Background: an optimization exercise with open tools, aiming at small area and a short achievable clock period. Do not read the settings as production practice.
Function was checked by simulation only, so behaviour that the tests miss may differ from the original.
Power figures rest on the tool's default switching activity, not on a simulated workload.

**design.v**
```verilog
module ALU (clk, inA, inB, Sign, ALUFun,outZ);
input [31:0] inA,inB;
input Sign, clk; 
input [5:0]ALUFun;
output [31:0] outZ;
wire [31:0] outZ;
wire tempZ,tempV,tempN;
wire [31:0] result1,result2,result3,result4;
ALU1 addsub(.clk(clk),.inA(inA),.inB(inB),.Sign(Sign),.ALUFun(ALUFun[0]),
	.outZ(tempZ),.outN(tempN),.outV(tempV),.result(result1));
ALU2 compare(.clk(clk),.ALUFun(ALUFun[3:1]),.Z(tempZ),.V(tempV),.N(tempN),
	.result(result2));
ALU3 logic_unit(.clk(clk),.ALUFun(ALUFun[3:0]),.inA(inA),.inB(inB),
	.result(result3));
ALU4 shift(.clk(clk),.ALUFun(ALUFun[1:0]),.inA(inA),.inB(inB),
	.result(result4));
FourMux mux(.clk(clk),.control(ALUFun[5:4]),
	.input1(result1),.input2(result2),.input3(result3),.input4(result4),
	.outZ(outZ));
endmodule
module FourMux(clk,control,input1,input2,input3,input4,outZ);
input [31:0] input1,input2,input3,input4;
input [1:0] control;
input clk;
output [31:0] outZ;
assign outZ = (control == 2'b00) ? input1:
			 (control == 2'b11) ? input2:
			 (control == 2'b01) ? input3:
			 (control == 2'b10) ? input4:
			 32'b0;
endmodule  
module ALU1 (clk, inA, inB, Sign, ALUFun, outZ, outV, outN, result);
input [31:0] inA,inB;
input Sign,ALUFun,clk;
output reg outZ,outV,outN;
output reg [31:0] result;
reg upper;
wire [32:0] in1,in2,in3;
reg [32:0] temp;
assign in1 = {inA[31],inA};
assign in2 = ALUFun ? ~{inB[31],inB} + 1 : {inB[31],inB};
always @(*)
begin
	temp = {in1 + in2};
	result = temp[31:0];
	outZ = Sign ? (temp[31:0] == 32'b0) : (temp[32:0] == 33'b0);
	outV = Sign ? (inA[31] && inB[31] && ~temp[31])||(~inA[31] && ~inB[31] && temp[31]) : (in1[32] + in2[32] != temp[32]);
	outN = Sign ? (result[31]) : 0;
end		
endmodule
module ALU2 (clk,ALUFun,Z,V,N,result);
input clk,Z,V,N;
input [2:0] ALUFun;
output wire [31:0] result;
reg flag;
assign result = {31'b0,flag};
always @(*)
begin
		case(ALUFun)
			3'b000: flag <= ~Z;
			3'b001: flag <= Z;
			3'b010: flag <= N;
			3'b110: flag <= N|Z;
			3'b101: flag <= N;
			3'b111: flag <= ~N;
			default: flag <= 1'b0;
		endcase  
end
endmodule
module ALU3(clk,ALUFun,inA,inB,result);
input clk;
input [3:0] ALUFun;
input [31:0] inA,inB;
output reg [31:0] result;
always @(*)
begin
	case (ALUFun)
		4'b1000: result <= inA & inB;
		4'b1110: result <= inA | inB;
		4'b0110: result <= inA ^ inB;
		4'b0001: result <= ~(inA | inB);
		4'b1010: result <= inA;
		default : result <= 0;
	endcase
end
endmodule  
module ALU4(clk,ALUFun,inA,inB,result);
input clk;
input [1:0] ALUFun;
input [31:0] inA,inB;
output reg [31:0] result;
always @(*)
begin
	result = inB;
	case (ALUFun)
		2'b00:
		begin
			result = inA[4] ? {result[15:0],16'b0} : result;
			result = inA[3] ? {result[23:0],8'b0} : result;
			result = inA[2] ? {result[27:0],4'b0} : result;
			result = inA[1] ? {result[29:0],2'b0} : result;
			result = inA[0] ? {result[30:0],1'b0} : result;
		end 
		2'b01:
		begin
			result = inA[4] ? {16'b0,result[31:16]} : result;
			result = inA[3] ? {8'b0,result[31:8]} : result;
			result = inA[2] ? {4'b0,result[31:4]} : result;
			result = inA[1] ? {2'b0,result[31:2]} : result;
			result = inA[0] ? {1'b0,result[31:1]} : result;
		end
		2'b11: 
		begin
			result = inA[4] ? {{16{inB[31]}},result[31:16]} : result;
			result = inA[3] ? {{8{inB[31]}},result[31:8]} : result;
			result = inA[2] ? {{4{inB[31]}},result[31:4]} : result;
			result = inA[1] ? {{2{inB[31]}},result[31:2]} : result;
			result = inA[0] ? {{inB[31]},result[31:1]} : result;
		end
		default : result = 0;
	endcase
end
endmodule  
module Control(OpCode, Funct, IRQ, 
	PCSrc, RegWrite, RegDst, 
	MemRead, MemWrite, MemtoReg, 
	ALUSrc1, ALUSrc2, ExtOp, LuOp, ALUFun, Sign);
	input [5:0] OpCode;
	input [5:0] Funct;
	input IRQ;
	output [2:0] PCSrc;
	output RegWrite;
	output [1:0] RegDst;
	output MemRead;
	output MemWrite;
	output [1:0] MemtoReg;
	output ALUSrc1;
	output ALUSrc2;
	output ExtOp;
	output LuOp;
	output Sign;
	output [5:0] ALUFun;
	assign PCSrc = 
		IRQ ? 3'b100:
		((OpCode >= 6'h04 && OpCode <= 6'h07) || OpCode == 6'h01) ? 3'b001:
		(OpCode == 6'h02 || OpCode == 6'h03) ? 3'b010:
		(OpCode == 0 && (Funct == 6'h08 || Funct == 6'h09)) ? 3'b011:
		(OpCode >= 6'h08 && OpCode <= 6'h10) ? 3'b000:
		(OpCode == 6'h23 || OpCode == 6'h2b) ? 3'b000:
		(OpCode == 0 && (Funct >= 6'h20 && Funct <= 6'h27)) ? 3'b000:
		(OpCode == 0 && (Funct == 6'h00 || Funct == 6'h02 || Funct == 6'h03 || Funct == 6'h2a)) ? 3'b000:
		3'b101;
	assign RegWrite = 
		(OpCode == 6'h10 || OpCode == 6'h2b) ? 1'b0:
		(OpCode >= 6'h01 && OpCode <= 6'h07 && OpCode != 6'h03) ? 1'b0:
		(OpCode == 6'h00 && Funct == 6'h08) ? 1'b0:
		1'b1;
	assign RegDst = 
		(OpCode == 6'h00 )? 2'b00:
		(OpCode == 6'h03 )? 2'b10:
		(OpCode >= 6'h04 && OpCode <= 6'h10)? 2'b01:
		(OpCode == 6'h01 || OpCode == 6'h02 || OpCode == 6'h23 || OpCode == 6'h2b)? 2'b01:
		2'b11;
	assign MemRead = 
		(OpCode == 6'h23)? 1'b1:
		1'b0;
	assign MemWrite = 
		(OpCode == 6'h2b)? 1'b1:
		1'b0;
	assign MemtoReg = 
		(OpCode == 6'h23)? 2'b01:
		(OpCode >= 6'h08 && OpCode <= 6'h0f) ? 2'b00:
		(OpCode == 0 && (Funct >= 6'h20 && Funct <= 6'h27)) ? 2'b00:
		(OpCode == 0 && (Funct == 6'h00 || Funct == 6'h02 || Funct == 6'h03 || Funct == 6'h2a)) ? 2'b00:
		2'b10;
	assign ALUSrc1 = 
		(OpCode == 6'h00 && Funct <= 6'h03)? 1'b1:
		1'b0;
	assign ALUSrc2 = 
		(OpCode >= 6'h08 && OpCode != 6'h10)? 1'b1:
		1'b0;
	assign ExtOp = 
		(OpCode >= 6'h0c && OpCode <= 6'h0e)? 1'b0:
		1'b1;
	assign LuOp =
		(OpCode == 6'h0f)? 1'b1:
		1'b0;
	assign Sign = 
		(OpCode == 6'h10 || OpCode == 6'h09 || OpCode == 6'h0b) ? 1'b0:
		(OpCode == 6'h00 && Funct <= 6'h01) ? 1'b0:
		1'b1;
	assign ALUFun[5:0] = 
		(OpCode == 6'h00 && (Funct == 6'h22 || Funct == 6'h23))? 6'b000001:
		(OpCode == 6'h00 && Funct == 6'h24)? 6'b011000:
		(OpCode == 6'h0d || (OpCode == 6'h00 && Funct == 6'h25))? 6'b011110: 
		(OpCode == 6'h0e || (OpCode == 6'h00 && Funct == 6'h26))? 6'b010110:
		(OpCode == 6'h00 && Funct == 6'h27)? 6'b010001:
		(OpCode == 6'h0c)? 6'b011000:
		(OpCode == 6'h00 && Funct == 6'h00)? 6'b100000:
		(OpCode == 6'h00 && Funct == 6'h02)? 6'b100001:
		(OpCode == 6'h00 && Funct == 6'h03)? 6'b100011:
		(OpCode == 6'h00 && Funct == 6'h2a)? 6'b110101:
		(OpCode == 6'h0a || OpCode == 6'h0b)? 6'b110101:
		(OpCode == 6'h04)? 6'b110011:
		(OpCode == 6'h05)? 6'b110001:
		(OpCode == 6'h06)? 6'b111101:
		(OpCode == 6'h07)? 6'b111111:
		(OpCode == 6'h01)? 6'b111011:
		6'b000000;
endmodule
module Forward(IDEX_rs,IDEX_rt,IDEX_alusrc2,IDEX_alusrc1,IDEX_memrd,IDEX_memwr,EXMEM_regwr,MEMWB_regwr,EXMEM_rd,EXMEM_rt,MEMWB_rd,EXMEM_memwr,EXMEM_aluctrl2,
	IFID_rs,IFID_rt,IFID_pcsrc,
	ALUctrl1,ALUctrl2,MemWritectrl,CMPctrl1,CMPctrl2);
input [4:0] IDEX_rs,IDEX_rt,EXMEM_rd,MEMWB_rd,EXMEM_rt,IFID_rs,IFID_rt;
input EXMEM_regwr,MEMWB_regwr,IDEX_alusrc2,IDEX_alusrc1,EXMEM_memwr,IDEX_memwr,IDEX_memrd;
input [1:0] EXMEM_aluctrl2;
input [2:0] IFID_pcsrc;
output [1:0] ALUctrl1,ALUctrl2;
output MemWritectrl;
output CMPctrl1,CMPctrl2;
assign ALUctrl1 = 
		(IDEX_rs == EXMEM_rd && EXMEM_regwr && ~IDEX_alusrc1 && EXMEM_rd != 5'b0)? 2'b10:
		(IDEX_rs == MEMWB_rd && MEMWB_regwr && ~IDEX_alusrc1 && MEMWB_rd != 5'b0 && (~EXMEM_regwr || EXMEM_rd != IDEX_rs))? 2'b01:
		2'b00;
assign ALUctrl2 = 
		(IDEX_rt == EXMEM_rd && EXMEM_regwr && (~IDEX_alusrc2 || (IDEX_alusrc2 && IDEX_memwr)) && EXMEM_rd != 5'b0)? 2'b10:
      (IDEX_rt == MEMWB_rd && MEMWB_regwr && (~IDEX_alusrc2 || (IDEX_alusrc2 && IDEX_memwr)) && MEMWB_rd != 5'b0 && (~EXMEM_regwr || EXMEM_rd != IDEX_rs))? 2'b01:
        2'b00;
assign MemWritectrl = 
		(EXMEM_memwr && MEMWB_regwr && EXMEM_rt == MEMWB_rd && EXMEM_aluctrl2 == 2'b00)? 1'b1:
		1'b0;
assign CMPctrl1 = 
		((IFID_pcsrc == 3'b001 || IFID_pcsrc == 3'b011) && EXMEM_rd != 5'b0 && EXMEM_rd == IFID_rs && EXMEM_regwr)? 1'b1:
		1'b0;
assign CMPctrl2 = 
		((IFID_pcsrc == 3'b001 || IFID_pcsrc == 3'b011) && EXMEM_rd != 5'b0 && EXMEM_rd == IFID_rt && EXMEM_regwr)? 1'b1:
		1'b0;
endmodule
module Hazard(IDEX_memread,IFID_memwr,IDEX_jump,IRQ,IDEX_regwr,IDEX_rt,IFID_rs,IFID_rt,EXMEM_rd,IFID_pcsrc,stall,PCWrite,IFFlush,EXFlush,special);
input IDEX_memread,IFID_memwr,IDEX_jump,IDEX_regwr,IRQ;
input [4:0] IDEX_rt,IFID_rs,IFID_rt,EXMEM_rd;
input [2:0] IFID_pcsrc;
output stall,PCWrite,IFFlush,EXFlush,special;
wire special;
assign special = (IDEX_regwr && (IFID_pcsrc == 3'b001 || IFID_pcsrc == 3'b011) && (IFID_rt == EXMEM_rd || IFID_rs == EXMEM_rd) && (EXMEM_rd != 0));
assign PCWrite = ~stall;
assign IFFlush = IRQ? 1'b1:
		IDEX_jump? 1'b1:
		(IFID_pcsrc == 3'b001)? 1'b1:
		(~IFID_memwr && IDEX_memread && (IDEX_rt == IFID_rs || IDEX_rt == IFID_rt))? 1'b1:
		(IDEX_regwr && (IFID_pcsrc == 3'b001 || IFID_pcsrc == 3'b011) && (IFID_rt == EXMEM_rd || IFID_rs == EXMEM_rd) && (EXMEM_rd != 0))? 1'b1:
		1'b0;
assign EXFlush = 
		(~IFID_memwr && IDEX_memread && (IDEX_rt == IFID_rs || IDEX_rt == IFID_rt))? 1'b1:
		(IDEX_regwr && (IFID_pcsrc == 3'b001 || IFID_pcsrc == 3'b011) && (IFID_rt == EXMEM_rd || IFID_rs == EXMEM_rd) && (EXMEM_rd != 0))? 1'b1:
		1'b0;
endmodule  
module RegisterFile(reset, clk, RegWrite, Read_register1, Read_register2, Write_register, Write_data, Read_data1, Read_data2);
	input reset, clk;
	input RegWrite;
	input [4:0] Read_register1, Read_register2, Write_register;
	input [31:0] Write_data;
	output [31:0] Read_data1, Read_data2;
	reg [31:0] RF_data[31:1];
	wire wr_en = RegWrite && (Write_register != 5'b00000);
	assign Read_data1 = (Read_register1 == 5'b00000)? 32'h00000000:
		(wr_en && Write_register == Read_register1)? Write_data: RF_data[Read_register1];
	assign Read_data2 = (Read_register2 == 5'b00000)? 32'h00000000:
		(wr_en && Write_register == Read_register2)? Write_data: RF_data[Read_register2];
	integer i;
	always @(negedge reset or posedge clk)
		if (!reset)
			for (i = 1; i < 32; i = i + 1)
				RF_data[i] <= 32'h00000000;
		else if (wr_en)
			RF_data[Write_register] <= Write_data;
endmodule
module regIFID(clk, reset, IFFlush, PC_plus_4, Instruction, PC_plus_4_ID, Instruction_ID);
	input clk,reset,IFFlush;
 	input [31:0] PC_plus_4;
 	input [31:0] Instruction;
 	output reg [31:0] PC_plus_4_ID;
 	output reg [31:0] Instruction_ID;
 	always @(negedge reset  or posedge clk)
	begin
		if (~reset)
		  begin
			PC_plus_4_ID <= 32'h0;
			Instruction_ID <= 0;
			end
		else if(IFFlush)
		begin
			PC_plus_4_ID <= 32'h0;
			Instruction_ID <= 0;
		end
		else begin
			PC_plus_4_ID <= PC_plus_4;
			Instruction_ID <= Instruction;
		end
	end
 endmodule  
module regIDEX(reset,clk,PC_plus_4_ID, PCSrc, RegWrite, MemRead, MemWrite, MemtoReg, 
	ALUFun, Sign, ALUSrc1, ALUSrc2, Instruction, EXFlush, 
	Databus1, Databus2, Lu_out, Branch_target, RegDst,
	PCSrc_EX, RegWrite_EX, MemRead_EX, MemWrite_EX, MemtoReg_EX, 
	ALUFun_EX, Sign_EX, PC_plus_4_EX, inA_EX, inB_EX, 
	ALUSrc1_EX, ALUSrc2_EX, Instruction_EX,
	Databus1_EX, Databus2_EX, Lu_out_EX, Branch_target_EX, RegDst_EX);
	input reset,clk;
	input [31:0] PC_plus_4_ID, Instruction, Databus1, Databus2, Lu_out, Branch_target;
	input [2:0] PCSrc;
	input [1:0] RegDst;
	input EXFlush;
	input RegWrite;
	input MemRead;
	input MemWrite;
	input [1:0] MemtoReg;
	input ALUSrc1,ALUSrc2;
	input [5:0] ALUFun;
	input Sign;
	output reg [2:0] PCSrc_EX;
	output reg RegWrite_EX;
	output reg MemRead_EX;
	output reg MemWrite_EX;
	output reg [1:0] MemtoReg_EX;
	output reg [5:0] ALUFun_EX;
	output reg Sign_EX;
	output reg [31:0] PC_plus_4_EX,Instruction_EX, Databus1_EX,Databus2_EX, Lu_out_EX, Branch_target_EX,inA_EX,inB_EX;
	output reg [1:0] RegDst_EX;
	output reg ALUSrc1_EX,ALUSrc2_EX;
	always @(negedge reset or posedge clk)
	begin
		if (~reset)
		begin
			PC_plus_4_EX <= 32'h0;
			PCSrc_EX <= 3'b0;
			RegWrite_EX <= 0;
			MemRead_EX <= 0;
			MemWrite_EX <= 0;
			MemtoReg_EX <= 0;
			ALUFun_EX <= 0;
			Sign_EX <= 0;
			Lu_out_EX <= 0;
			Branch_target_EX <= 0;
			Instruction_EX <= 0;
			Databus1_EX <= 0;
			Databus2_EX <= 0;
			RegDst_EX <= 0;
			ALUSrc1_EX<=0;
			ALUSrc2_EX<=0;
		end
		else if(EXFlush)
		begin
			PC_plus_4_EX <= 32'h0;
			PCSrc_EX <= 3'b0;
			RegWrite_EX <= 0;
			MemRead_EX <= 0;
			MemWrite_EX <= 0;
			MemtoReg_EX <= 0;
			ALUFun_EX <= 0;
			Sign_EX <= 0;
			Lu_out_EX <= 0;
			Branch_target_EX <= 0;
			Instruction_EX <= 0;
			Databus1_EX <= 0;
			Databus2_EX <= 0;
			RegDst_EX <= 0;
			ALUSrc1_EX<=0;
			ALUSrc2_EX<=0;
		end
		else 
		begin
			PC_plus_4_EX <= PC_plus_4_ID;
			PCSrc_EX <= PCSrc;
			Instruction_EX <= Instruction;
			RegWrite_EX <= RegWrite;
			MemRead_EX <= MemRead;
			MemWrite_EX <= MemWrite;
			MemtoReg_EX <= MemtoReg;
			ALUFun_EX <= ALUFun;
			Sign_EX <= Sign;
			Lu_out_EX <= Lu_out;
			Branch_target_EX <= Branch_target;
			Databus1_EX <= Databus1;
			Databus2_EX <= Databus2;
			RegDst_EX <= RegDst;
			ALUSrc1_EX<=ALUSrc1;
			ALUSrc2_EX<=ALUSrc2;
		end
	end
endmodule  
module regEXMEM(reset,clk,Instruction, outZ, Databus1, Databus2, PC_plus_4_EX, PCSrc_EX, RegWrite_EX, 
	MemRead_EX, MemWrite_EX, MemtoReg_EX, Write_register_EX,Branch_target,
	Instruction_MEM, outZ_MEM, Databus1_MEM, Databus2_MEM, PCSrc_MEM, RegWrite_MEM, MemRead_MEM,
	MemWrite_MEM, MemtoReg_MEM, PC_plus_4_MEM, Write_register_MEM,
	Branch_target_MEM);
	input reset,clk;
	input [31:0] Instruction, outZ, Databus1, Databus2,Branch_target;
	input [31:0] PC_plus_4_EX;
	input [2:0] PCSrc_EX;
	input RegWrite_EX;
	input MemRead_EX;
	input MemWrite_EX;
	input [1:0] MemtoReg_EX;
	input [1:0] Write_register_EX;
	output reg [31:0] Instruction_MEM, outZ_MEM, Databus1_MEM,Databus2_MEM,Branch_target_MEM;
	output reg [2:0] PCSrc_MEM;
	output reg RegWrite_MEM;
	output reg MemRead_MEM;
	output reg MemWrite_MEM;
	output reg [1:0] MemtoReg_MEM;
	output reg [31:0] PC_plus_4_MEM;
	output reg [1:0] Write_register_MEM;
	always @(negedge reset or posedge clk)
	begin
		if (~reset)
		begin
			Branch_target_MEM <= 0;
			Instruction_MEM <= 0;
			outZ_MEM <= 0;
			Databus1_MEM <= 0;
			Databus2_MEM <= 0;
			PCSrc_MEM <= 0;
			RegWrite_MEM <= 0;
			MemRead_MEM <= 0;
			MemWrite_MEM <= 0;
			MemtoReg_MEM <= 0;
			PC_plus_4_MEM <= 0;
			Write_register_MEM <= 0;
		end
		else 
		begin
			Branch_target_MEM <= Branch_target;
			Instruction_MEM <= Instruction;
			outZ_MEM <= outZ;
			Databus1_MEM <= Databus1;
			Databus2_MEM <= Databus2;
			PCSrc_MEM <= PCSrc_EX;
			RegWrite_MEM <= RegWrite_EX;
			MemRead_MEM <= MemRead_EX;
			MemWrite_MEM <= MemWrite_EX;
			MemtoReg_MEM <= MemtoReg_EX;
			PC_plus_4_MEM <= PC_plus_4_EX;
			Write_register_MEM <= Write_register_EX;
		end
	end
endmodule  
module regMEMWB(reset,clk,PC_plus_4_MEM, RegWrite_MEM, MemtoReg_MEM, Write_register_MEM, Instruction_MEM,
	Read_Data, outZ, IRQ,
	RegWrite_WB, MemtoReg_WB, PC_plus_4_WB, Write_register_WB,Instruction_WB,
	Read_Data_WB, outZ_WB);
	input reset,clk;
	input IRQ;
	input [31:0] PC_plus_4_MEM, Read_Data,outZ,Instruction_MEM;
	input RegWrite_MEM;
	input [1:0] MemtoReg_MEM;
	input [1:0] Write_register_MEM;
	output reg RegWrite_WB;
	output reg [1:0] MemtoReg_WB;
	output reg [31:0] PC_plus_4_WB, Read_Data_WB,outZ_WB,Instruction_WB;
	output reg [1:0] Write_register_WB;
	always @(negedge reset or posedge clk)
	begin
		if (~reset)
		begin
			Read_Data_WB <= 0;
			RegWrite_WB <= 0;
			MemtoReg_WB <= 0;
			PC_plus_4_WB <= 0;
			Write_register_WB <= 0;
			outZ_WB <=0;
			Instruction_WB<=0;
		end
		else 
		begin
			Read_Data_WB <= Read_Data;
			RegWrite_WB <= RegWrite_MEM;
			MemtoReg_WB <= MemtoReg_MEM;
			PC_plus_4_WB <= PC_plus_4_MEM;
			Write_register_WB <= Write_register_MEM;
			outZ_WB <=outZ;
			Instruction_WB<=Instruction_MEM;
		end
	end
endmodule  
module CPU(reset, clk, imem_addr, imem_data, mem_addr, mem_wdata, mem_rdata, mem_read, mem_write);
input reset, clk;
output [31:0] imem_addr;
input [31:0] imem_data;
output [31:0] mem_addr;
output [31:0] mem_wdata;
input [31:0] mem_rdata;
output mem_read;
output mem_write;
reg [31:0] PC_ID,PC_WB;
wire [31:0] PC_plus_ID;
wire [31:0] PC_plus_4_ID, PC_plus_4_EX, PC_plus_4_MEM, PC_plus_4_WB;
wire [31:0] Instruction,Instruction_ID, Instruction_EX, Instruction_MEM,Instruction_WB;
wire [2:0] PCSrc_ID, PCSrc_EX, PCSrc_MEM;
wire RegWrite_ID, RegWrite_EX, RegWrite_MEM, RegWrite_WB;
wire [1:0] RegDst_ID, RegDst_EX, RegDst_MEM, RegDst_WB;
wire MemRead_ID, MemRead_EX, MemRead_MEM;
wire MemWrite_ID, MemWrite_EX,MemWrite_MEM;
wire [1:0] MemtoReg_ID, MemtoReg_EX, MemtoReg_MEM, MemtoReg_WB;
wire ALUSrc1_ID,ALUSrc1_EX;
wire ALUSrc2_ID,ALUSrc2_EX;
wire ExtOp_ID;
wire LuOp_ID;
wire Sign_ID,Sign_EX;
wire IRQ;
assign IRQ = 1'b0;
wire [5:0]ALUFun_ID, ALUFun_EX;
wire [31:0] Databus1_ID, Databus1_EX, Databus1_MEM;
wire [31:0] Databus2_ID, Databus2_EX, Databus2_MEM;
wire [31:0] Databus3_WB;
wire [4:0] Write_register_EX;
wire [4:0] Write_register_MEM;
wire [4:0] Write_register_WB;
assign Write_register_EX = 
						(RegDst_EX == 2'b01)? Instruction_EX[20:16]: 
						(RegDst_EX == 2'b00)? Instruction_EX[15:11]: 
						(RegDst_EX == 2'b10)? 5'b11111:
						5'd26;
assign Write_register_MEM = 
						(RegDst_MEM == 2'b01)? Instruction_MEM[20:16]: 
						(RegDst_MEM == 2'b00)? Instruction_MEM[15:11]: 
						(RegDst_MEM == 2'b10)? 5'b11111:
						5'd26;
assign Write_register_WB = IRQ? 5'd26:
						(RegDst_WB == 2'b01)? Instruction_WB[20:16]: 
						(RegDst_WB == 2'b00)? Instruction_WB[15:11]: 
						(RegDst_WB == 2'b10)? 5'b11111:
						0;
wire [31:0] Ext_out_ID;
assign Ext_out_ID = {ExtOp_ID? {16{Instruction_ID[15]}}: 16'h0000, Instruction_ID[15:0]};
wire [31:0] LU_out_ID, LU_out_EX;
assign LU_out_ID = LuOp_ID? {Instruction_ID[15:0], 16'h0000}: Ext_out_ID;
wire [31:0] ALU_inA;
wire [31:0] ALU_inB;
wire [31:0] outZ_EX,outZ_MEM,outZ_WB;
wire [1:0] alusrc1,alusrc2;
wire [31:0] Databus22_EX;
assign Databus22_EX = 
			     (alusrc2==2'b00)? Databus2_EX:
				 (alusrc2==2'b10)? outZ_MEM: 
				 outZ_WB;
assign ALU_inA = ALUSrc1_EX? {17'h00000, Instruction_EX[10:6]}:
				 (alusrc1==2'b00)? Databus1_EX:
				 (alusrc1==2'b10)? outZ_MEM: outZ_WB;
assign ALU_inB = ALUSrc2_EX? LU_out_EX: 
				 Databus22_EX;
wire [31:0] Read_data_MEM,Read_data_WB;
wire [31:0] Read_data1_MEM;
wire [31:0] Read_data2_MEM;						
reg [31:0] PC;
assign Read_data_MEM = mem_rdata;
wire [31:0] Jump_target_MEM;
assign Jump_target_MEM = {PC_plus_4_MEM[31:28], Instruction_MEM[25:0], 2'b00};
wire [31:0] Branch_target_ID,Branch_target_EX,Branch_target_MEM;
assign Branch_target_ID = PC_plus_4_ID + {Ext_out_ID[29:0], 2'b00};
wire pcsrc1,pcsrc2;
wire [31:0] PC_next;
wire [31:0] PC_plus;
wire [31:0] PC_plus_4;
wire [3:0] pcsrc;
assign PC_plus_4 = PC + 32'd4;
wire [31:0] compare1,compare2;
assign compare1 = (pcsrc1 == 1)? outZ_MEM:Databus1_ID;
assign compare2 = (pcsrc2 == 1)? outZ_MEM:Databus2_ID;
wire compare;
assign compare = (compare1 == compare2)? 1:0;
wire special;
assign Databus3_WB = 
				  (IRQ && special)? PC:
				  (IRQ && compare && PCSrc_EX == 3'b001)? PC:
				  (IRQ && PCSrc_EX == 3'b010)? PC:
				  IRQ? PC-4:			  
				  (MemtoReg_WB == 2'b00)? outZ_WB: 
				  (MemtoReg_WB == 2'b01)? Read_data_WB: 
				  (MemtoReg_WB == 2'b10)? PC_plus_4_WB:
				  0;
wire [31:0] Jump_target;
assign Jump_target = {PC_plus_4[31:28], Instruction_ID[25:0], 2'b00};
wire [31:0] Branch_target;
assign Branch_target =(compare==1)? PC + {LU_out_ID[29:0], 2'b00}: PC;
wire PCWrite;
wire IFFlush,EXFlush;
assign PC_next =(PCSrc_ID == 3'b100)? 32'h00000004: 
				(PCSrc_ID == 3'b101)? 32'h00000008:
				(EXFlush)? PC - 4:
				(PCSrc_ID == 3'b001)? Branch_target:
				(PCSrc_ID == 3'b010)? Jump_target:
				(PCSrc_ID == 3'b011)? Databus1_ID:
				(IFFlush)? PC:				
				(PCSrc_ID == 3'b000)? PC_plus_4: 			
				32'h0;	
assign mem_addr = outZ_MEM;
assign mem_wdata = Databus2_MEM;
assign mem_read = MemRead_MEM;
assign mem_write = MemWrite_MEM;
always @(negedge reset  or posedge clk)
	if (~reset)
		PC <= 32'h0;
	else
		PC <= PC_next;
assign imem_addr = PC;
assign Instruction = imem_data;
regIFID IFID1(.clk(clk), .reset(reset), .IFFlush(IFFlush), .PC_plus_4(PC_plus_4), .Instruction(Instruction),
	.PC_plus_4_ID(PC_plus_4_ID), .Instruction_ID(Instruction_ID));
Control Control1(.OpCode(Instruction_ID[31:26]), .Funct(Instruction_ID[5:0]), .IRQ(IRQ), 
	.PCSrc(PCSrc_ID), .RegWrite(RegWrite_ID), .RegDst(RegDst_ID), 
	.MemRead(MemRead_ID), .MemWrite(MemWrite_ID), .MemtoReg(MemtoReg_ID), 
	.ALUSrc1(ALUSrc1_ID), .ALUSrc2(ALUSrc2_ID), .ExtOp(ExtOp_ID), .LuOp(LuOp_ID), .ALUFun(ALUFun_ID), .Sign(Sign_ID));
wire regwrite22;
assign regwrite22 = RegWrite_WB || IRQ;
RegisterFile register(.reset(reset), .clk(clk), .RegWrite(regwrite22), .Read_register1(Instruction_ID[25:21]), 
	.Read_register2(Instruction_ID[20:16]), .Write_register(Write_register_WB), .Write_data(Databus3_WB), 
	.Read_data1(Databus1_ID), .Read_data2(Databus2_ID));
regIDEX IDEX1(.reset(reset),.clk(clk),.Databus1(Databus1_ID), .Databus2(Databus2_ID),.PC_plus_4_ID(PC_plus_4_ID), .Instruction(Instruction_ID),
	.PCSrc(PCSrc_ID), .RegWrite(RegWrite_ID), .MemRead(MemRead_ID), .MemWrite(MemWrite_ID), .MemtoReg(MemtoReg_ID), 
	.ALUSrc1(ALUSrc1_ID), .ALUSrc2(ALUSrc2_ID),.ALUFun(ALUFun_ID), .Sign(Sign_ID), .EXFlush(EXFlush),
	.Lu_out(LU_out_ID), .Branch_target(Branch_target_ID), .RegDst(RegDst_ID),
	.PCSrc_EX(PCSrc_EX), .RegWrite_EX(RegWrite_EX), .MemRead_EX(MemRead_EX), .MemWrite_EX(MemWrite_EX), 
	.MemtoReg_EX(MemtoReg_EX), .ALUFun_EX(ALUFun_EX), .Sign_EX(Sign_EX), .PC_plus_4_EX(PC_plus_4_EX), 
	.ALUSrc1_EX(ALUSrc1_EX), .ALUSrc2_EX(ALUSrc2_EX), .Instruction_EX(Instruction_EX),
	.Databus1_EX(Databus1_EX), .Databus2_EX(Databus2_EX), .Lu_out_EX(LU_out_EX), .Branch_target_EX(Branch_target_EX),
	.RegDst_EX(RegDst_EX));
ALU alu1(.clk(clk), .inA(ALU_inA), .inB(ALU_inB), .Sign(Sign_EX), .ALUFun(ALUFun_EX), .outZ(outZ_EX));
regEXMEM EXMEM1(.reset(reset),.clk(clk),.Instruction(Instruction_EX),.outZ(outZ_EX), .Databus1(Databus1_EX), .Databus2(Databus22_EX), .PC_plus_4_EX(PC_plus_4_EX), .PCSrc_EX(PCSrc_EX), .RegWrite_EX(RegWrite_EX), 
	.MemRead_EX(MemRead_EX), .MemWrite_EX(MemWrite_EX), .MemtoReg_EX(MemtoReg_EX), .Write_register_EX(RegDst_EX),
	.Branch_target(Branch_target_EX),
	.Instruction_MEM(Instruction_MEM), .outZ_MEM(outZ_MEM), .Databus1_MEM(Databus1_MEM), .Databus2_MEM(Databus2_MEM), .PCSrc_MEM(PCSrc_MEM),.RegWrite_MEM(RegWrite_MEM), .MemRead_MEM(MemRead_MEM), 
	.MemWrite_MEM(MemWrite_MEM), .MemtoReg_MEM(MemtoReg_MEM), .PC_plus_4_MEM(PC_plus_4_MEM), .Write_register_MEM(RegDst_MEM),
	.Branch_target_MEM(Branch_target_MEM));
regMEMWB MEMWB1(.reset(reset),.clk(clk),.PC_plus_4_MEM(PC_plus_4_MEM), .RegWrite_MEM(RegWrite_MEM), .MemtoReg_MEM(MemtoReg_MEM), .Write_register_MEM(RegDst_MEM), 
	.Read_Data(Read_data_MEM), .outZ(outZ_MEM),.Instruction_MEM(Instruction_MEM), .IRQ(IRQ),
	.RegWrite_WB(RegWrite_WB), .MemtoReg_WB(MemtoReg_WB), .PC_plus_4_WB(PC_plus_4_WB), .Write_register_WB(RegDst_WB),
	.Read_Data_WB(Read_data_WB), .outZ_WB(outZ_WB),.Instruction_WB(Instruction_WB));
Forward Forward1(.IDEX_rs(Instruction_EX[25:21]),.IDEX_rt(Instruction_EX[20:16]),.IDEX_alusrc2(ALUSrc2_EX),.IDEX_alusrc1(ALUSrc1_EX),
	.EXMEM_regwr(RegWrite_MEM),.MEMWB_regwr(RegWrite_WB),.EXMEM_rd(Write_register_MEM),.EXMEM_rt(),.MEMWB_rd(Write_register_WB),
	.EXMEM_memwr(MemWrite_MEM),.IDEX_memwr(MemWrite_EX),.EXMEM_aluctrl2(),.IFID_rs(Instruction_ID[25:21]),.IFID_rt(Instruction_ID[20:16]),
	.IDEX_memrd(MemRead_EX),
	.ALUctrl1(alusrc1),.ALUctrl2(alusrc2),.MemWritectrl(),.IFID_pcsrc(PCSrc_ID),
	.CMPctrl1(pcsrc1),.CMPctrl2(pcsrc2));
wire Ifjump;
assign Ifjump = (Instruction_ID[31:26]==6'b000010) || (Instruction_ID[31:26] == 6'b000011) || 
				(Instruction_ID[31:26] == 6'b0 && (Instruction_ID[5:0] == 6'b001000 || Instruction_ID[5:0] == 6'b001001));
Hazard Hd1(.IDEX_memread(MemRead_EX),.IFID_memwr(MemWrite_ID),.IDEX_jump(Ifjump), .IRQ(IRQ), .IDEX_regwr(RegWrite_EX),
		   .IDEX_rt(Instruction_EX[20:16]),.IFID_rs(Instruction_ID[25:21]),.IFID_rt(Instruction_ID[20:16]),
		   .EXMEM_rd(Write_register_EX),.IFID_pcsrc(PCSrc_ID),.stall(),.PCWrite(PCWrite),.IFFlush(IFFlush),.EXFlush(EXFlush),
		   .special(special));
endmodule
```
**run.sh**
```bash
#!/bin/bash
# synth_recipe.tcl (not shown) runs the flow's synth.tcl, then flattens the netlist and writes it again
# the make line also repeats each setting of config.mk as NAME=value (left out here)
make -C /OpenROAD-flow-scripts/flow DESIGN_CONFIG=/design/flow/config.mk WORK_HOME=/design/flow/orfs CLKGATE_MAP_FILE= SYNTH_SCRIPT=/design/flow/synth_recipe.tcl finish
```
**constraint.sdc**
```tcl
create_clock -name core_clock -period 10.0 [get_ports {clk}]
set_input_delay 2.0000 -clock core_clock [delete_from_list [all_inputs] [get_ports {clk}]]
set_output_delay 2.0000 -clock core_clock [all_outputs]
set_load 0.01 [all_outputs]
```
**config.mk**
```make
export PLATFORM = sky130hd
export DESIGN_NAME = CPU
export DESIGN_NICKNAME = CPU
export VERILOG_FILES = /design/flow/design.v
export SDC_FILE = /design/flow/constraint.sdc
export NUM_CORES = 8
export LEC_CHECK = 0
export CAP_MARGIN = 20
export CORE_MARGIN = 2
export CORE_UTILIZATION = 40
export SLEW_MARGIN = 20
```
==> run_results.csv <==
group,metric,value,unit
outcome,status,"complete, no violations",
cells_and_area,syn2layout_area_growth,13.83,%
place,port_buffers,163,
setup_path,crit_path_start_kind,"flip-flop",
floorplan,fp.dieH,454.8,µm
setup_path,crit_slowest_cell,"or4_4",
cts,clk_pin_slew_worst_paths,0.08,ns
global_routing,grt_use_met1,56.98,%
cells_and_area,fin_nets,9240,
cts,cts_max_level,4,
synth,ys.flop_type,"dfrtp_1",
synth,synth_nets,9401,
setup_path,path_buf_inv,1,
synth,synth_enable_flop_cells,0,
synth,yosysSeqAreaShare,45.38,%
timing,skew,0.03718,ns
timing,fin_crit,8.947,ns
routing,dr.pass1.iters,14,
place,routabilityCongestion,1.043,
cts,cts_tree,"done",
routing,drt-wirelength-per-cell,38.86,µm
cells_and_area,mostFrequentLayoutCell,"dfrtp_1",
timing,slew_headroom,8.648,%
timing,hold_ws,0.3351,ns
cts,clockBufferDepth,3,
cells_and_area,drive_gt1_share,10.27,%
cells_and_area,fin_cells,11903,
global_routing,antenna_found_initial,60,
routing,viasPerCell,7.213,
timing,setup_violations,0,
pwr,p_leak,39.65,nW
setup_path,r2r_cells,29,
hold_path,hp-class,"reg -> reg",
synth,syn_area,81280,µm²
routing,route.detailed.drc,0,
timing,finalCritPeriodShare,89.47,%
cells_and_area,mostFrequentLayoutCells,"1461 x dfrtp_1, 914 x nor2_1, 822 x nand2_1, 799 x a21oi_1, 694 x a22oi_1",
floorplan,die_w,454.8,µm
synth,synth_cell_types,109,
global_routing,grt.overflow.total,0,
floorplan,start_util,40.21,%
routing,vias,85857,
place,dp_cells,11543,
timing,final.setup.tns,0,ns
global_routing,top_usage_layer,"met2",
timing,rsz0062_at_grt,"false",
synth,synth.area.top_cells,"dfrtp_1 45%, a22oi_1 6.4%, a21oi_1 5.1%, nor2_1 4.5%, o21ai_0 4.3%",
setup_path,path_delay_family,"simple AND/OR/NAND/NOR gates",
cts,cts_setup_buffers,0,
floorplan,num_rows,165,
global_routing,grt_pass1_wl,632100,µm
timing,worst_slew_pin_slew,1.352,ns
synth,synth_top_area_share,45.38,%
synth,synth-seq-cells,1474,
place,post-dp-hpwl,297800,µm
global_routing,grt_pass1_vias,78149,
timing,fmax,111.8,MHz
synth,avgSynthCellArea,8.831,µm²
cts,ctsResizeCount,0,
synth,synthArstFlopShare,100.0,%
pwr,power,28.18,mW
routing,drt-total-wl,462600,µm
setup_path,worstPathMaxFanout,12,
routing,ant_nets,0,
setup_path,critPathKind,"reg -> reg",
pwr,ir_drop,0.0001761,V
global_routing,grtUsageMet2,57.04,%
setup_path,arrival,9.74,ns
synth,synth_top_area_cell,"dfrtp_1",
setup_path,cp-end-kind,"flip-flop",
synth,ys_warn_count,11,
run,drv_cap,0,
floorplan,die_area,206800,µm²
cts,clk_latency,0.86,ns
setup_path,critical-path-max-stage-delay,0.78,ns
cts,cts_hold_buf,0,
pwr,power_density,304.6,nW/µm²
cts,cts_num_sinks,1474,
routing,drt_iter0_drc,17291,
cts,clockRootBuffer,"clkbuf_16",
synth,synthCells,9204,
floorplan,core,202100,µm²
setup_path,cp.required,10.80,ns
global_routing,track_usage,43.42,%
setup_path,cp.depth,29,
global_routing,grt_max_degree,174,
timing,hold_viol,0,
cts,numCtsBuffers,165,
timing,drv_slew,0,
global_routing,gr-usage-met3,19.72,%
floorplan,io_pins,164,
hold_path,hold_depth,0,
## metal layers
| layer | part of all wire [%] | wire length [µm] | vias to the layer above |
|---|---|---|---|
| met5 | 0.099 | 456 | - |
| met4 | 8.4 | 38700 | 48 |
| met3 | 16 | 74480 | 2302 |
| met2 | 38 | 176500 | 8265 |
| met1 | 37 | 172400 | 41738 |
| li1 | - | - | 33504 |
## sequential cells by signal, indices dropped and copies added (netlist names), 20 cells and up
register / count
IFID1.PC_plus_4_ID: 32
MEMWB1.PC_plus_4_WB: 32
IDEX1.Databus2_EX: 32
MEMWB1.outZ_WB: 32
EXMEM1.Databus2_MEM: 32
IDEX1.Instruction_EX: 20
IDEX1.PC_plus_4_EX: 32
EXMEM1.PC_plus_4_MEM: 32
IFID1.Instruction_ID: 32
register.RF_data: 992
PC: 32
IDEX1.Databus1_EX: 32
EXMEM1.outZ_MEM: 32
IDEX1.Lu_out_EX: 32
MEMWB1.Read_Data_WB: 32
## logic make-up (layout without fill, tap and decap cells)
kind of cell | count (synthesis) | count (layout) | synth area share [%]
DFF | 1474 | 1474 | 45.38
xor gates and xnor gates | 201 | 201 | 2.166
other | 0 | 51 | 0
buffers and inverters | 976 | 952 | 4.664
adders and majority gates | 131 | 131 | 2.035
muxes | 219 | 219 | 2.974
AOI/OAI and AO/OA | 3089 | 3089 | 24.66
and+or+nand+nor | 3114 | 3114 | 18.12
## path summary, 6_finish.rpt
path,start,to,slack (ns)
worst max-delay path,EXMEM1.Write_register_MEM[0],EXMEM1.outZ_MEM[0],1.05
worst min-delay path,EXMEM1.PC_plus_4_MEM[26],MEMWB1.PC_plus_4_WB[26],0.34
worst max register to register,EXMEM1.Write_register_MEM[0],EXMEM1.outZ_MEM[0],1.05
worst min register to register,EXMEM1.PC_plus_4_MEM[26],MEMWB1.PC_plus_4_WB[26],0.34
max in group asynchronous,reset,register.RF_data[7][31],6.63
min in group asynchronous,reset,register.RF_data[19][1],1.15
## metrics by stage
stage	setup slack, ns	cell area, µm²	util [%]
3_5_place_dp	1.140	86550	42.82
3_3_place_gp	1.027	86490	42.79
4_1_cts	1.106	92260	45.65
2_1_floorplan	2.493	81280	-
6_report	1.053	92520	45.77
5_1_grt	0.4722	92410	45.72
## area by class of cell
cell class	instances	area, µm²
diodes	51	127.6
clock buffers	229	4755
clock inverters	75	955.9
fillers	19287	109600
inverters	149	559.3
multi-input cells	6754	41530
flip-flops and latches	1474	36900
well taps	2672	3343
repair buffers	499	4347
## Yosys cell counts, types with 43 or more instances
master and instances:
and2_1 83, a22oi_1 694, a221oi_1 59, nand4_1 163
mux2_2 58, inv_1 131, o21a_1 43, xnor2_1 142
a2111oi_0 75, a32oi_1 49, nor2_1 975, ha_1 129
a21o_1 56, mux2i_1 128, o22ai_1 68, o21ai_0 692
or4_1 44, and3_1 312, nand2b_1 53, buf_2 66
nand2_1 835, nor3_1 132, xor2_1 59, a31oi_1 57
dfrtp_1 1474, clkbuf_1 702, nand3_1 296, o211ai_1 51
a21oi_1 833, buf_1 52
## report_power, final
| group | total (mW) | leakage, nW | switching (mW) | internal [mW] |
|---|---|---|---|---|
| Clock | 6.56 | 2.80 | 2.82 | 3.74 |
| Sequential | 9.73 | 19.1 | 2.09 | 7.64 |
| Combinational | 11.9 | 17.7 | 8.06 | 3.83 |
| Total | 28.2 | 39.6 | 13.0 | 15.2 |

re-timing with driven ports:
In the flow no input, the clock included, has a driving cell. The finished layout below was timed again as built, in two steps. Step 1: set_driving_cell puts a clkbuf_16 on clk and a buf_2 on each other input, an assumption about the parent block. Step 2 moves the port delays by t, midway between the first and last clock arrival at a register: inputs arrive t later, outputs are due t later. That takes back most of the time a late clock gives input paths. Three values: no drivers, after step 1, after step 2; two values: the first two.
t, ns: 0.940
setup slack, ns: 1.053 / 1.053 / 1.053
pins driven straight from the clock port: 1
After both steps this run still meets setup and hold. The setup slack of this run moves by 0.000 ns with the drivers and by 0.000 ns with both steps.
